Source: an optimization exercise on an open RTL-to-GDS flow (aim: small area). Production flows keep margins and buffers that such runs may drop.
Function was not checked in any run shown here: the RTL went through the layout flow alone.
Power is estimated from default activity; no workload was simulated.

`flow/run.sh`:
```
#!/bin/bash
# Standard ORFS layout with two changes: ports are buffered with buf_1, and
# CTS inserts no dummy loads and uses small clock buffers. Each tool's output
# goes to a log file here.
set -euo pipefail
export BUFFER_PORTS_ARGS="-buffer_cell sky130_fd_sc_hd__buf_1"
export CTS_ARGS="-sink_clustering_enable -repair_clock_nets -dont_use_dummy_load -buf_list sky130_fd_sc_hd__clkbuf_8"
bash standard.sh > standard.log 2>&1
```
`config.mk`:
```
export PLATFORM = sky130hd
export DESIGN_NAME = ddr2_ctrl_top
export DESIGN_NICKNAME = ddr2_ctrl_top
export VERILOG_FILES = /design/flow/design.v
export SDC_FILE = /design/flow/constraint.sdc
export NUM_CORES = 4
export LEC_CHECK = 0
export CAP_MARGIN = 0
export CORE_MARGIN = 2
export CORE_UTILIZATION = 70
export PLACE_DENSITY = 0.8
export SLEW_MARGIN = 0
```
`standard.sh`:
```
#!/bin/bash
# synth_recipe.tcl (not shown) runs the flow's synth.tcl, then flattens the netlist and writes it again
# the make line also repeats each setting of config.mk as NAME=value (left out here)
make -C /OpenROAD-flow-scripts/flow DESIGN_CONFIG=/design/flow/config.mk WORK_HOME=/design/flow/orfs CLKGATE_MAP_FILE= SYNTH_SCRIPT=/design/flow/synth_recipe.tcl "${@:-finish}"
```
`design.v`:
```
`timescale 1ns/1ps
module ddr2_ctrl
  (
   input         clk,
   input         rst,
   input  [2:0]  af_cmd,
   input  [30:0] af_addr,
   input         af_empty,
   input         phy_init_done,
   output        ctrl_ref_flag,
   output        ctrl_af_rden,
   output        ctrl_wren,
   output        ctrl_rden,
   output [12:0] ctrl_addr,
   output [1:0]  ctrl_ba,
   output        ctrl_ras_n,
   output        ctrl_cas_n,
   output        ctrl_we_n,
   output [0:0]  ctrl_cs_n
   );
  reg st_idle, st_pre, st_pw, st_pw1, st_ar, st_arw, st_act, st_aw,
      st_bw, st_ww, st_br, st_rw;
  wire is_bw   = st_bw;
  wire is_br   = st_br;
  wire is_bst  = st_bw | st_br;
  wire is_ar   = st_ar;
  wire is_pre  = st_pre;
  wire is_act  = st_act;
  wire is_arw  = st_arw;
  reg rst_r, rst_r1, cs_n_r;
  always @(posedge clk) begin
    rst_r  <= rst;
    rst_r1 <= rst_r;
    cs_n_r <= rst_r1;
  end
  reg phy_init_done_r;
  always @(posedge clk)
    phy_init_done_r <= phy_init_done;
  reg  [11:0] ref_cnt;
  wire [11:0] ref_nxt  = {ref_cnt[10:0],
                          ~(ref_cnt[11] ^ ref_cnt[5] ^ ref_cnt[3] ^ ref_cnt[0])};
  wire        ref_flag = (ref_cnt == 12'd1968);
  wire        ref_near = (ref_cnt == 12'd2540) | (ref_cnt == 12'd984);
  always @(posedge clk) begin
    if (rst_r1 & ~ref_near)
      ref_cnt <= 12'd0;
    else if (~rst_r1 & ref_flag)
      ref_cnt <= 12'd1;
    else
      ref_cnt <= ref_nxt;
  end
  reg auto_ref_r;
  always @(posedge clk) begin
    if (rst_r1)
      auto_ref_r <= 1'b0;
    else if (ref_flag)
      auto_ref_r <= 1'b1;
    else if (is_ar)
      auto_ref_r <= 1'b0;
  end
  reg [5:0] wait_cnt;
  always @(posedge clk) begin
    if (is_ar)
      wait_cnt <= 6'd32;
    else if (is_act)
      wait_cnt <= 6'd10;
    else if (is_pre)
      wait_cnt <= 6'd3;
    else if (is_bw)
      wait_cnt <= 6'd8;
    else if (is_br)
      wait_cnt <= wait_cnt;
    else if (wait_cnt != 6'd0)
      wait_cnt <= wait_cnt - 6'd1;
  end
  wire wait_ok   = (wait_cnt == 6'd0);
  wire rcd_ok    = ~wait_cnt[3] | (wait_cnt[2:0] == 3'd0);   
  wire first_arw = is_arw & wait_cnt[5];    
  reg [2:0] ta_cnt;
  reg       last_wr;
  always @(posedge clk) begin
    if (rst_r1)
      ta_cnt <= 3'd0;
    else if (is_bw)
      ta_cnt <= 3'd7;
    else if (is_br)
      ta_cnt <= 3'd4;
    else if (ta_cnt != 3'd0)
      ta_cnt <= ta_cnt - 3'd1;
  end
  always @(posedge clk) begin
    if (is_bw)
      last_wr <= 1'b1;
    else if (is_br)
      last_wr <= 1'b0;
  end
  wire ta_zero    = (ta_cnt == 3'd0);
  wire wr_to_rd_ok = ~last_wr | ta_zero;
  wire rd_to_wr_ok =  last_wr | ta_zero;
  wire r1_bw      =  last_wr & (ta_cnt == 3'd7);    
  wire r1_br      = ~last_wr & ta_cnt[2];           
  wire sm_rden_r  = r1_bw | r1_br;
  assign ctrl_wren =  last_wr & ta_cnt[2] & ta_cnt[1];
  assign ctrl_rden = ~last_wr & (ta_cnt[2] | (ta_cnt[1] & ta_cnt[0]));
  wire precharge_ok = wait_ok & ~r1_br;
  wire sm_rden = is_bst;
  reg  rd_af_flag_r, ctrl_af_rden_r;
  reg  af_valid_r, af_valid_r1, af_valid_r2;
  reg  [1:0]  bank1, bank2;
  reg  [12:0] row1, row2;
  reg  [9:0]  col1;
  reg         rd1, rd2;        
  reg         bank_conflict_r;
  assign ctrl_af_rden = sm_rden | rd_af_flag_r;
  always @(posedge clk) begin
    if (rst_r1)
      rd_af_flag_r <= 1'b0;
    else if (ctrl_af_rden_r | (rd_af_flag_r & (af_valid_r | af_valid_r1)))
      rd_af_flag_r <= 1'b0;
    else if (~af_valid_r1 | ~af_valid_r)
      rd_af_flag_r <= 1'b1;
  end
  always @(posedge clk)
    ctrl_af_rden_r <= ctrl_af_rden & ~af_empty;
  always @(posedge clk) begin
    if (rst_r1)
      af_valid_r <= 1'b0;
    else if (ctrl_af_rden_r | sm_rden_r | ~af_valid_r1 | ~af_valid_r2)
      af_valid_r <= ctrl_af_rden_r;
  end
  wire en1 = ~af_valid_r1 | sm_rden_r | ~af_valid_r2;
  always @(posedge clk) begin
    if (rst_r1) begin
      af_valid_r1 <= 1'b0;
      bank1       <= 2'b00;
    end else if (en1) begin
      af_valid_r1 <= af_valid_r;
      bank1       <= af_addr[24:23];
    end
    if (en1) begin
      row1 <= af_addr[22:10];
      col1 <= af_addr[9:0];
      rd1  <= af_cmd[0];
    end
  end
  wire en2 = sm_rden | ~af_valid_r2;
  always @(posedge clk) begin
    if (rst_r1)
      af_valid_r2 <= 1'b0;
    else if (en2)
      af_valid_r2 <= af_valid_r1;
  end
  reg  [3:0]  bank_open;
  reg  [1:0]  mru0, mru1, mru2;
  reg  [12:0] open_row [0:3];
  wire        all_open = &bank_open;
  wire [1:0]  lru_bank = all_open ? (mru0 ^ mru1 ^ mru2) : 2'b00;
  always @(posedge clk) begin
    if (en2) begin
      bank2 <= bank1;
      row2  <= row1;
      rd2   <= rd1;
      bank_conflict_r <= ~bank_open[bank1];
    end
  end
  reg [9:0] col_r;
  always @(posedge clk)
    if (~af_valid_r2 | sm_rden_r)
      col_r <= col1;
  wire act_upd = is_act & ~rst_r1;
  wire hit0 = (mru0 == bank2);
  wire hit1 = (mru1 == bank2);
  always @(posedge clk) begin
    if (first_arw)
      bank_open <= 4'b0000;
    else if (act_upd)
      bank_open[bank2] <= 1'b1;
    if (act_upd) begin
      mru0 <= bank2;
      if (~hit0)
        mru1 <= mru0;
      if (~hit0 & ~hit1)
        mru2 <= mru1;
      open_row[bank2] <= row2;
    end
  end
  wire wr_flag = af_valid_r2 & ~rd2;
  wire rd_flag = af_valid_r2 &  rd2;
  wire row_miss = (open_row[bank2] != row2);
  wire conflict_detect = af_valid_r2 & (bank_conflict_r | row_miss);
  wire no_precharge = bank_conflict_r;
  reg n_idle, n_pre, n_pw, n_pw1, n_ar, n_arw, n_act, n_aw, n_bw, n_ww, n_br, n_rw;
  always @(*) begin
    {n_idle, n_pre, n_pw, n_pw1, n_ar, n_arw, n_act, n_aw, n_bw, n_ww, n_br, n_rw} = 12'd0;
    if (st_idle) begin
      if (phy_init_done_r) n_ar = 1'b1; else n_idle = 1'b1;
    end
    if (st_pre) begin
      if (auto_ref_r) n_pw1 = 1'b1; else n_pw = 1'b1;
    end
    if (st_pw) begin
      if (~wait_ok) n_pw = 1'b1;
      else if (auto_ref_r) n_pre = 1'b1;
      else n_act = 1'b1;
    end
    if (st_pw1) begin
      if (wait_ok) n_ar = 1'b1; else n_pw1 = 1'b1;
    end
    if (st_ar)
      n_arw = 1'b1;
    if (st_arw) begin
      if (wait_ok & auto_ref_r) n_pre = 1'b1;
      else if (wait_ok & af_valid_r2) n_act = 1'b1;
      else n_arw = 1'b1;
    end
    if (st_act)
      n_aw = 1'b1;
    if (st_aw) begin
      if (rcd_ok & auto_ref_r & precharge_ok) n_pre = 1'b1;
      else if (rcd_ok & ~auto_ref_r & ~rd2 & rd_to_wr_ok) n_bw = 1'b1;
      else if (rcd_ok & ~auto_ref_r & rd2 & wr_to_rd_ok) n_br = 1'b1;
      else n_aw = 1'b1;
    end
    if (st_bw)
      n_ww = 1'b1;
    if (st_ww) begin
      if (conflict_detect | auto_ref_r) begin
        if (no_precharge & ~auto_ref_r) n_act = 1'b1;
        else if (precharge_ok) n_pre = 1'b1;
        else n_ww = 1'b1;
      end else if (wr_flag) n_bw = 1'b1;
      else if (rd_flag & wr_to_rd_ok) n_br = 1'b1;
      else n_ww = 1'b1;
    end
    if (st_br)
      n_rw = 1'b1;
    if (st_rw) begin
      if (conflict_detect | auto_ref_r) begin
        if (no_precharge & ~auto_ref_r) n_act = 1'b1;
        else if (precharge_ok) n_pre = 1'b1;
        else n_rw = 1'b1;
      end else if (rd_flag) n_br = 1'b1;
      else if (wr_flag & rd_to_wr_ok) n_bw = 1'b1;
      else n_rw = 1'b1;
    end
  end
  always @(posedge clk) begin
    if (rst_r1)
      {st_idle, st_pre, st_pw, st_pw1, st_ar, st_arw, st_act, st_aw, st_bw, st_ww, st_br, st_rw} <= 12'b1000_0000_0000;
    else
      {st_idle, st_pre, st_pw, st_pw1, st_ar, st_arw, st_act, st_aw, st_bw, st_ww, st_br, st_rw} <=
        {n_idle, n_pre, n_pw, n_pw1, n_ar, n_arw, n_act, n_aw, n_bw, n_ww, n_br, n_rw};
  end
  reg        ras_n_r, cas_n_r, we_n_r;
  always @(posedge clk) begin
    ras_n_r <= ~(st_ar | st_act | st_pre);
    cas_n_r <= ~(is_bst | st_ar);
    we_n_r  <= ~(st_bw | st_pre);
  end
  reg        a10_r;
  reg [1:0]  ba_r;
  always @(posedge clk) begin
    a10_r <= is_pre & auto_ref_r;
    if (is_pre & bank_conflict_r)
      ba_r <= lru_bank;
    else
      ba_r <= bank2;
  end
  wire cmd_act = ~ras_n_r & cas_n_r & we_n_r;
  assign ctrl_addr[12:11] = row2[12:11] & {2{cmd_act}};
  assign ctrl_addr[10]    = (row2[10] & cmd_act) | a10_r;
  assign ctrl_addr[9:0]   = (row2[9:0] & {10{cmd_act}}) | (col_r & {10{ras_n_r}});
  assign ctrl_ref_flag = ref_flag;
  assign ctrl_ba    = ba_r;
  assign ctrl_ras_n = ras_n_r;
  assign ctrl_cas_n = cas_n_r;
  assign ctrl_we_n  = we_n_r;
  assign ctrl_cs_n  = cs_n_r;
endmodule
`timescale 1ns/1ps
module ddr2_ctrl_top (
  input         clk,
  input         rst,
  input  [2:0]  af_cmd,
  input  [30:0] af_addr,
  input         af_empty,
  input         phy_init_done,
  output        ctrl_ref_flag,
  output        ctrl_af_rden,
  output        ctrl_wren,
  output        ctrl_rden,
  output [12:0] ctrl_addr,
  output [1:0]  ctrl_ba,
  output        ctrl_ras_n,
  output        ctrl_cas_n,
  output        ctrl_we_n,
  output [0:0]  ctrl_cs_n
);
  ddr2_ctrl u_ctrl (
    .clk           (clk),
    .rst           (rst),
    .af_cmd        (af_cmd),
    .af_addr       (af_addr),
    .af_empty      (af_empty),
    .phy_init_done (phy_init_done),
    .ctrl_ref_flag (ctrl_ref_flag),
    .ctrl_af_rden  (ctrl_af_rden),
    .ctrl_wren     (ctrl_wren),
    .ctrl_rden     (ctrl_rden),
    .ctrl_addr     (ctrl_addr),
    .ctrl_ba       (ctrl_ba),
    .ctrl_ras_n    (ctrl_ras_n),
    .ctrl_cas_n    (ctrl_cas_n),
    .ctrl_we_n     (ctrl_we_n),
    .ctrl_cs_n     (ctrl_cs_n)
  );
endmodule
```
`constraint.sdc`:
```
create_clock -name core_clock -period 5.0 [get_ports {clk}]
set_input_delay 1.0000 -clock core_clock [delete_from_list [all_inputs] [get_ports {clk}]]
set_output_delay 1.0000 -clock core_clock [all_outputs]
set_load 0.01 [all_outputs]
```
==> results of run 1 <==
## per-layer routing
metal  global-route usage (%)  wire, um  vias up
li1                         -         -     1702
met1                    32.44      4634     1733
met2                    37.68      5202      141
met3                    5.816       750       19
met4                    8.851       235        0
met5                        0         0        -
## through the flow
stage | util, % | hold slack [ps]
2_1_floorplan | - | 309.6
3_3_place_gp | 75.90 | 311.2
3_5_place_dp | 75.90 | 312.1
4_1_cts | 78.58 | 334.7
5_1_grt | 78.58 | 344.1
6_report | 78.58 | 334.5
## power groups by stage
| stage | combinational (mW) | sequential [mW] | clock [mW] |
|---|---|---|---|
| global route | 0.341 | 1.63 | 0.738 |
| floorplan | 0.250 | 1.62 | 0 |
| finish | 0.298 | 1.62 | 0.677 |
| CTS | 0.301 | 1.62 | 0.687 |
| global placement | 0.286 | 1.65 | 0 |
| detailed placement | 0.299 | 1.65 | 0 |
## registers in the layout (all words and copies together), names as in the netlist, 2 cells and up, named ones only
register / count
u_ctrl.col1: 10
u_ctrl.row2: 13
u_ctrl.mru1: 2
u_ctrl.bank1: 2
u_ctrl.ref_cnt: 12
u_ctrl.mru2: 2
u_ctrl.mru0: 2
u_ctrl.row1: 13
u_ctrl.bank_open: 4
u_ctrl.open_row: 52
u_ctrl.col_r: 10
u_ctrl.ta_cnt: 3
u_ctrl.wait_cnt: 6
u_ctrl.bank2: 2
u_ctrl.ba_r: 2
## cell families (layout without fill, tap and decap cells)
logic type | Yosys count | after routing
AOI/OAI and AO/OA | 67 | 67
xor gates and xnor gates | 29 | 29
adders and majority gates | 6 | 6
buffers and inverters | 30 | 88
DFF | 167 | 167
muxes | 17 | 17
and+or+nand+nor | 111 | 111
## cell type report
cell class / count / area share [%]
clock buffer: 17 / 3.414
inverter: 15 / 0.8216
timing repair buffer: 56 / 3.286
sequential: 167 / 64.71
multi-input combinational: 230 / 25.80
tap: 108 / 1.972
## cells in the mapped netlist, drive strengths merged (5+ instances only)
cell type	count	area share [%]
mux4	14	5.6
nor3	10	0.79
a22o	13	1.8
nand2	21	1.2
nand3	8	0.63
edfxtp	109	52
nor2b	5	0.50
nor2	31	1.8
and2	14	1.4
clkbuf	13	0.77
xor2	5	0.69
xnor2	24	3.4
a21oi	19	1.5
o21ai	9	0.71
ha	5	0.99
dfxtp	58	18
inv	15	0.89
## worst max-delay path: cells and delay by family (launching register included)
| family | cells | cell delay (ps) |
|---|---|---|
| DFF | 1 | 480 |
| buffers and inverters | 1 | 170 |
| and+or+nand+nor | 1 | 890 |
| AOI/OAI and AO/OA | 1 | 270 |
## worst min path at each step
| stage | start | end | slack (ps) | depth (start not counted) |
|---|---|---|---|---|
| 5_1_grt | u_ctrl.rst_r$_DFF_P_ | u_ctrl.rst_r1$_DFF_P_ | 340 | 0 |
| 3_3_place_gp | u_ctrl.rst_r$_DFF_P_ | u_ctrl.rst_r1$_DFF_P_ | 310 | 0 |
| 3_5_place_dp | u_ctrl.rst_r$_DFF_P_ | u_ctrl.rst_r1$_DFF_P_ | 310 | 0 |
| 4_1_cts | u_ctrl.rst_r$_DFF_P_ | u_ctrl.rst_r1$_DFF_P_ | 330 | 0 |
| 6_report | u_ctrl.rst_r$_DFF_P_ | u_ctrl.rst_r1$_DFF_P_ | 330 | 0 |
| 2_1_floorplan | u_ctrl.rst_r$_DFF_P_ | u_ctrl.rst_r1$_DFF_P_ | 310 | 0 |
==> notes.md, run 1 <==
* DR vias at 3595
* Vias per cell at 6.062
* Final Hold Viols at 0
* Floorplan row count at 34
* Int Pwr at 1.988 mW
* Max Clk Rate at 309.1 MHz
* Clock slew at reported path FFs at 90 ps
* Vias in the first global route at 3486
* Detailed Place HPWL at 7.383 mm
* First-pass GRT wire length at 17.42 mm
* Worst Path Required at 4000 ps
* Slowest CP cell: nor2_1
* Commonest non-fill, non-tap cell in the layout: edfxtp_1
* Synth Area in Compound Gates at 7.388%
* Synth Area in XOR/XNOR at 4.139%
* # IOs at 61
* Syn avg cell area at 14.79 sq um
* Area after DPL at 6619 sq um
* Initial drt markers at 247
* Final worst slack at 1765 ps
* CP Launch Point: u_ctrl.ras_n_r$_DFF_P_
* Nets@finish at 530
* CP endpoint kind: output pin
* Hold_buf cts at 0
* Largest family of logic cells by synthesized area: simple AND/OR/NAND/NOR gates
* Core Region at 8721 sq um
* Sequential Power Share at 62.5%
* Die H at 99 um
* Ys async rst share at 0%
* All-layer global routing usage at 23.72%
* CTS tree: done
* Synth Register Bits at 167
* Post-CTS sizing at 0
* Pre-CTS setup slack at 2007 ps
* Final slew viol count at 0
* # Post-CTS Setup Buffers at 0
* Critical Path End: ctrl_addr[0]
* Largest net degree at the start of global routing at 27
* Worst Max-Slew Pin Slew at 1067 ps
* Post-Synth Adder-Cell Area at 1.149%
* Antenna violations before repair at 0
* CP max stage delay at 890 ps
* Post-synthesis simple-gate area fraction at 9.071%
* Fraction of layout cells with a size suffix above 1 at 5.979%
* Post-route DRC at 0
* DRT antenna net count at 0
* Synthesized instance count at 427
* Critical-path cell list: nor2_1 > a22o_1 > buf_1
* R2R Path End: u_ctrl.st_rw$_SDFF_PP0_
* Synthesis Warnings at 1
* Worst R2R Setup Slack at 2030 ps
* Comb pwr share at 11.5%
* Die Span X at 99 um
* Endpoints failing setup at 0
* Post-synth EDFFs at 109
* Hold Path Class: register to register
* Placed cells at 576
* Count of input and output buffers at 52
* H-tree lvl count at 4
* Clock Latency Late Sink at 440 ps
* WL/cell at 18.25 um
* Die area at 9801 sq um
* Fillers at 486
* Register area at 4434 sq um
* Overall power at 2.597 mW
* Worst-path fanout max at 13
* Clk root buf: clkbuf_8
* Setup crit start kind: register
* Most frequent cells in the layout: 109 x edfxtp_1, 58 x dfxtp_1, 52 x buf_1
* Starting Density at 72.44%
* Post-synth cell types at 47
* Max-cap violations at 0
* Outcome: timing/DRC/antenna clean
* Total gr overflow at 0
* Peak supply drop at 0.2664 mV
* Num CTS Buffers at 17
* Sw Share at 23.45%
* Fin crit share at 64.71%
* Total inserted antenna cells at 0
* Area of the multi-input gates at 1768 sq um
* RSZ-0062 raised after global routing: false
* Leak pwr at 2.451 nW
* Final instance area at 6853 sq um
* # clock sinks at 167
* CTS Buffer Depth at 2
* Clk_skew at 40.10 ps
* Mux cell area share after synthesis at 6.160%
* Net Switching at 609.0 uW
* Sequential-to-total area share from yosys stat at 70.19%
* Syn Std Cell Area at 6317 sq um
* Finished Layout Cells at 593
* Placer congestion estimate at 0.8508
* Area delta synth->final at 8.477%
* Worst-case reg-to-reg path depth at 6
* Synth Flop Type: edfxtp_1
* P per Cell Area at 379.0 nW/um^2
* Arr. time, crit path at 2240 ps
* DRT Pass-1 Iters at 5
* Syn Nets at 470
* Routed WL at 10.82 mm
* Fin Setup TNS at 0 ps
* Tmin final at 3235 ps
* Critical path class: register to output pin
* Max_slew headroom at 28.58%
* Clk pwr share at 26.1%
==> inputs of run 2 (changes only) <==
--- a/design.v
+++ b/design.v
@@ -27,6 +27,7 @@
   wire is_pre  = st_pre;
   wire is_act  = st_act;
   wire is_arw  = st_arw;
+  reg ras_n_r, cas_n_r, we_n_r;    
   reg rst_r, rst_r1, cs_n_r;
   always @(posedge clk) begin
     rst_r  <= rst;
@@ -107,7 +108,7 @@
   reg  rd_af_flag_r, ctrl_af_rden_r;
   reg  af_valid_r, af_valid_r1, af_valid_r2;
   reg  [1:0]  bank1, bank2;
-  reg  [12:0] row1, row2;
+  reg  [12:0] row1;
   reg  [9:0]  col1;
   reg         rd1, rd2;        
   reg         bank_conflict_r;
@@ -153,12 +154,22 @@
   reg  [3:0]  bank_open;
   reg  [1:0]  mru0, mru1, mru2;
   reg  [12:0] open_row [0:3];
+  reg         row_conflict_r;
   wire        all_open = &bank_open;
+  wire        cmd_act = ~ras_n_r & cas_n_r & we_n_r;
+  reg  [1:0]  row_bank;    
+  wire [1:0]  bank1_nxt = rst_r1 ? 2'b00 : en1 ? af_addr[24:23] : bank1;
+  always @(posedge clk)
+    row_bank <= is_act ? bank2 : bank1_nxt;
+  wire [12:0] row_sel = open_row[row_bank];
+  always @(posedge clk)
+    if (en2 & af_valid_r1)
+      open_row[bank1] <= row1;
   wire [1:0]  lru_bank = all_open ? (mru0 ^ mru1 ^ mru2) : 2'b00;
   always @(posedge clk) begin
     if (en2) begin
       bank2 <= bank1;
-      row2  <= row1;
+      row_conflict_r <= (row_sel != row1);
       rd2   <= rd1;
       bank_conflict_r <= ~bank_open[bank1];
     end
@@ -181,13 +192,11 @@
         mru1 <= mru0;
       if (~hit0 & ~hit1)
         mru2 <= mru1;
-      open_row[bank2] <= row2;
     end
   end
   wire wr_flag = af_valid_r2 & ~rd2;
   wire rd_flag = af_valid_r2 &  rd2;
-  wire row_miss = (open_row[bank2] != row2);
-  wire conflict_detect = af_valid_r2 & (bank_conflict_r | row_miss);
+  wire conflict_detect = af_valid_r2 & (bank_conflict_r | row_conflict_r);
   wire no_precharge = bank_conflict_r;
   reg n_idle, n_pre, n_pw, n_pw1, n_ar, n_arw, n_act, n_aw, n_bw, n_ww, n_br, n_rw;
   always @(*) begin
@@ -251,7 +260,6 @@
       {st_idle, st_pre, st_pw, st_pw1, st_ar, st_arw, st_act, st_aw, st_bw, st_ww, st_br, st_rw} <=
         {n_idle, n_pre, n_pw, n_pw1, n_ar, n_arw, n_act, n_aw, n_bw, n_ww, n_br, n_rw};
   end
-  reg        ras_n_r, cas_n_r, we_n_r;
   always @(posedge clk) begin
     ras_n_r <= ~(st_ar | st_act | st_pre);
     cas_n_r <= ~(is_bst | st_ar);
@@ -266,10 +274,9 @@
     else
       ba_r <= bank2;
   end
-  wire cmd_act = ~ras_n_r & cas_n_r & we_n_r;
-  assign ctrl_addr[12:11] = row2[12:11] & {2{cmd_act}};
-  assign ctrl_addr[10]    = (row2[10] & cmd_act) | a10_r;
-  assign ctrl_addr[9:0]   = (row2[9:0] & {10{cmd_act}}) | (col_r & {10{ras_n_r}});
+  assign ctrl_addr[12:11] = row_sel[12:11] & {2{cmd_act}};
+  assign ctrl_addr[10]    = (row_sel[10] & cmd_act) | a10_r;
+  assign ctrl_addr[9:0]   = (row_sel[9:0] & {10{cmd_act}}) | (col_r & {10{ras_n_r}});
   assign ctrl_ref_flag = ref_flag;
   assign ctrl_ba    = ba_r;
   assign ctrl_ras_n = ras_n_r;
==> run 2 against run 1 <==
Against the previous run: clock power about the same; die area down 3.9%; clock skew down 14 ps; core utilization up 0.68 points; non-clock buffer count up 3; setup slack worse by 250 ps; largest cell class unchanged; global-route usage up 1.9 points; fmax down 7.1%; synthesized cell count up 5.9%; total power down 3.6%; sequential power down 7%; final area down 4.0%.
==> notes.md, run 2 <==
* Clock Latency Late Sink at 420 ps (-20 ps)
* Slowest CP cell: dfxtp_1
* Syn Std Cell Area at 6061 sq um (-4.1%)
* DRT Pass-1 Iters at 5 (unchanged)
* Final slew viol count at 0 (unchanged)
* Clk root buf: clkbuf_8
* Fraction of layout cells with a size suffix above 1 at 8.858% (+2.9 points)
* Area delta synth->final at 8.526% (about the same)
* Hold_buf cts at 0 (unchanged)
* Max Clk Rate at 287.1 MHz (-7.1%)
* Fin crit share at 69.67% (+5.0 points)
* First-pass GRT wire length at 18.40 mm (+5.6%)
* Int Pwr at 1.880 mW (-5.5%)
* Finished Layout Cells at 613 (+3.4%)
* WP depth at 5 (+2)
* Syn avg cell area at 13.41 sq um (-9.4%)
* CP max stage delay at 920 ps (+30 ps)
* Post-synth top cells: 97 x edfxtp_1, 58 x dfxtp_1, 36 x nor2_1
* Synth Register Bits at 155 (-7.2%)
* Clk pwr share at 27.0% (+0.9 points)
* Synthesis Warnings at 1 (unchanged)
* CP endpoint kind: output pin
* Worst-path fanout max at 16 (+3)
* Placer congestion estimate at 0.8054 (-5.3%)
* Leak pwr at 2.347 nW (-4.2%)
* Total inserted antenna cells at 0 (unchanged)
* Outcome: timing/DRC/antenna clean
* R2R Path End: u_ctrl.row_conflict_r$_DFFE_PN_
* Peak supply drop at 0.2901 mV (+8.9%)
* P per Cell Area at 380.5 nW/um^2 (+0.40%)
* Max reg flops at 52 (unchanged)
* Net Switching at 623.1 uW (+2.3%)
* Setup crit start kind: register
* Ys async rst share at 0% (unchanged)
* Area share of the leading cell type in the synthesized netlist at 48.06% (-3.8 points)
* Starting Density at 73.03% (+0.59 points)
* Worst Path Required at 4000 ps (about the same)
* Area of the multi-input gates at 1823 sq um (+3.1%)
* Die H at 97.05 um (-2.0%)
* DRT antenna net count at 0 (unchanged)
* Top post-synthesis cells by area: edfxtp_1 48%, dfxtp_1 19%, mux2i_1 3.8%
* Detailed Place HPWL at 7.454 mm (+0.97%)
* Initial drt markers at 295 (+19%)
* Post-route DRC at 0 (unchanged)
* Final Hold Viols at 0 (unchanged)
* Tmin final at 3483 ps (+248.0 ps)
* Antenna violations before repair at 0 (unchanged)
* Placed cells at 596 (+3.5%)
* Worst-case reg-to-reg path depth at 6 (unchanged)
* Fin Setup TNS at 0 ps (unchanged)
* Most frequent cells in the layout: 97 x edfxtp_1, 58 x dfxtp_1, 52 x buf_1
* Reg with most FFs: u_ctrl.open_row
* Count of input and output buffers at 52 (unchanged)
* # clock sinks at 155 (-7.2%)
* Hold slack at 330.7 ps (-3.766 ps)
* Vias in the first global route at 3693 (+5.9%)
* Clk_skew at 25.89 ps (-14.21 ps)
* Routed WL at 11.70 mm (+8.1%)
* Total gr overflow at 0 (unchanged)
* Count leader, synth: edfxtp_1
* Critical path class: register to output pin
* Post-synth cell types at 52 (+11%)
* Num CTS Buffers at 17 (unchanged)
* Synthesized instance count at 452 (+5.9%)
* Hold Path Class: register to register
* Post-synth EDFFs at 97 (-11%)
* Largest net degree at the start of global routing at 25 (-7.4%)
* Worst R2R Setup Slack at 2430 ps (+400 ps)
* Clock slew at reported path FFs at 80 ps (about the same)
* Fillers at 499 (+2.7%)
* DR vias at 3688 (+2.6%)
* Critical path buffers and inverters at 2 (+1)
* Core Region at 8299 sq um (-4.8%)
* CTS Buffer Depth at 2 (unchanged)
* CTS tree: done
* Synth Flop Type: edfxtp_1
* # IOs at 61 (unchanged)
* Nets@finish at 553 (+4.3%)
* Vias per cell at 6.016 (-0.76%)
* RSZ-0062 raised after global routing: false
* Die Span X at 97.05 um (-2.0%)
* WL/cell at 19.09 um (+4.6%)
* Critical Path End: ctrl_addr[6]
* H-tree lvl count at 4 (unchanged)
* Sw Share at 24.89% (+1.4 points)
* Endpoints failing setup at 0 (unchanged)
* Critical path's top delay family: flip-flops
* Comb pwr share at 13.0% (+1.5 points)
* Floorplan row count at 33 (-2.9%)
* Commonest non-fill, non-tap cell in the layout: edfxtp_1
* Register area at 4074 sq um (-8.1%)
* Arr. time, crit path at 2480 ps (+240 ps)
* Die area at 9419 sq um (-3.9%)
* Sequential Power Share at 60.0% (-2.5 points)
* All-layer global routing usage at 25.62% (+1.9 points)
* Area leader, netlist: edfxtp_1
* Max_slew headroom at 39.28% (+11 points)
* Sequential-to-total area share from yosys stat at 67.22% (-3.0 points)
* # Post-CTS Setup Buffers at 0 (unchanged)
* Syn Nets at 495 (+5.3%)
* Largest regs: u_ctrl.open_row x52, u_ctrl.row1 x13, u_ctrl.ref_cnt x12
* Max-cap violations at 0 (unchanged)
* Worst Max-Slew Pin Slew at 909.5 ps (-157.9 ps)
* Critical-path cell list: buf_4 > mux2i_1 > mux2_2 > o21ai_0 > buf_1
* Post-CTS sizing at 0 (unchanged)
==> run 2: cell count changes in the layout (fill, tap and decap cells not counted), moves of 5 or more <==
cell,delta
mux2i_1,+22
edfxtp_1,-12
mux4_1,-11
a22o_1,-9
o21ai_0,+9
mux2_2,+8
a21oi_1,+6
nor2_1,+5
==> run 2: final cells by class <==
| cell class | instances | share of cell area, % |
|---|---|---|
| Inverter | 18 | 1.027 |
| Clock buffer | 17 | 3.557 |
| Tap cell | 105 | 1.997 |
| Multi-Input combinational cell | 259 | 27.72 |
| Sequential cell | 155 | 61.94 |
| Timing Repair Buffer | 59 | 3.766 |
==> run 2: worst register-to-register path, delay by kind of cell, from the launching register on <==
family | cells | cell delay [ps]
xor+xnor | 1 | 160
mux | 2 | 400
flops | 1 | 920
simple gates | 2 | 460
buf+inv | 1 | 330
==> run 2: through the flow <==
step	util [%]	cell area [sq um]	setup slack (ps)	total power, mW
floorplan	-	6061	2690	1.767
global placement	76.44	6344	1938	1.831
detailed placement	76.44	6344	1950	1.846
CTS	79.26	6578	1467	2.510
global route	79.26	6578	1397	2.609
finish	79.26	6578	1517	2.503
==> run 2: worst min-delay path by stage <==
stage / startpoint / end / slack, ps / cells after the start
floorplan: u_ctrl.rst_r$_DFF_P_ / u_ctrl.rst_r1$_DFF_P_ / 310 / 0
global placement: u_ctrl.rst_r$_DFF_P_ / u_ctrl.rst_r1$_DFF_P_ / 310 / 0
detailed placement: u_ctrl.rst_r$_DFF_P_ / u_ctrl.rst_r1$_DFF_P_ / 320 / 0
CTS: u_ctrl.rst_r$_DFF_P_ / u_ctrl.rst_r1$_DFF_P_ / 330 / 0
global route: u_ctrl.rst_r$_DFF_P_ / u_ctrl.rst_r1$_DFF_P_ / 350 / 0
finish: u_ctrl.rst_r$_DFF_P_ / u_ctrl.rst_r1$_DFF_P_ / 330 / 0
==> run 2: per-layer routing <==
layer	vias to the layer above	GRT usage, %	routed length, um
met5	-	0	0
met1	1774	32.24	4867
met3	24	7.626	771
met2	155	41.61	5790
met4	0	11.16	272
li1	1735	-	-
==> run 2: cell families after synthesis <==
group / after synthesis / synth area share, %
AOI/OAI and AO/OA: 73 / 7.452
xor gates and xnor gates: 30 / 4.335
adders and majority gates: 6 / 1.197
buffers and inverters: 38 / 2.869
DFF: 155 / 67.22
muxes: 37 / 7.143
and+or+nand+nor: 113 / 9.785
==> run 2: power by group through the flow <==
stage	combinational [mW]	sequential (mW)	clock (mW)
2_1_floorplan	0.272	1.50	0
5_1_grt	0.368	1.51	0.730
3_3_place_gp	0.308	1.52	0
6_report	0.324	1.50	0.677
3_5_place_dp	0.319	1.53	0
4_1_cts	0.324	1.50	0.685

## what the ideal ports hide
How much do the figures lean on ideal ports? The routed layouts below were timed once more, with nothing changed but the port constraints. Step 1: set_driving_cell puts a clkbuf_16 on clk and a buf_2 on each other input, an assumption about the parent block. Step 2 adds t to the input delays and takes it off the output delays; t is the mean of the earliest and latest rising clock arrival at the registers after step 1. Input paths then give back, and output paths get back, about the clock's delay inside the block. a / b / c = ideal ports / drivers / drivers and shift; a / b = the first two.
run	shift t [ns]	slack for setup (ns)	worst setup path after step 2
run 1	0.452	1.765 / 1.733 / 2.028	register to register
run 2	0.450	1.517 / 1.483 / 1.933	register to output
After both steps every run listed still meets setup and hold.
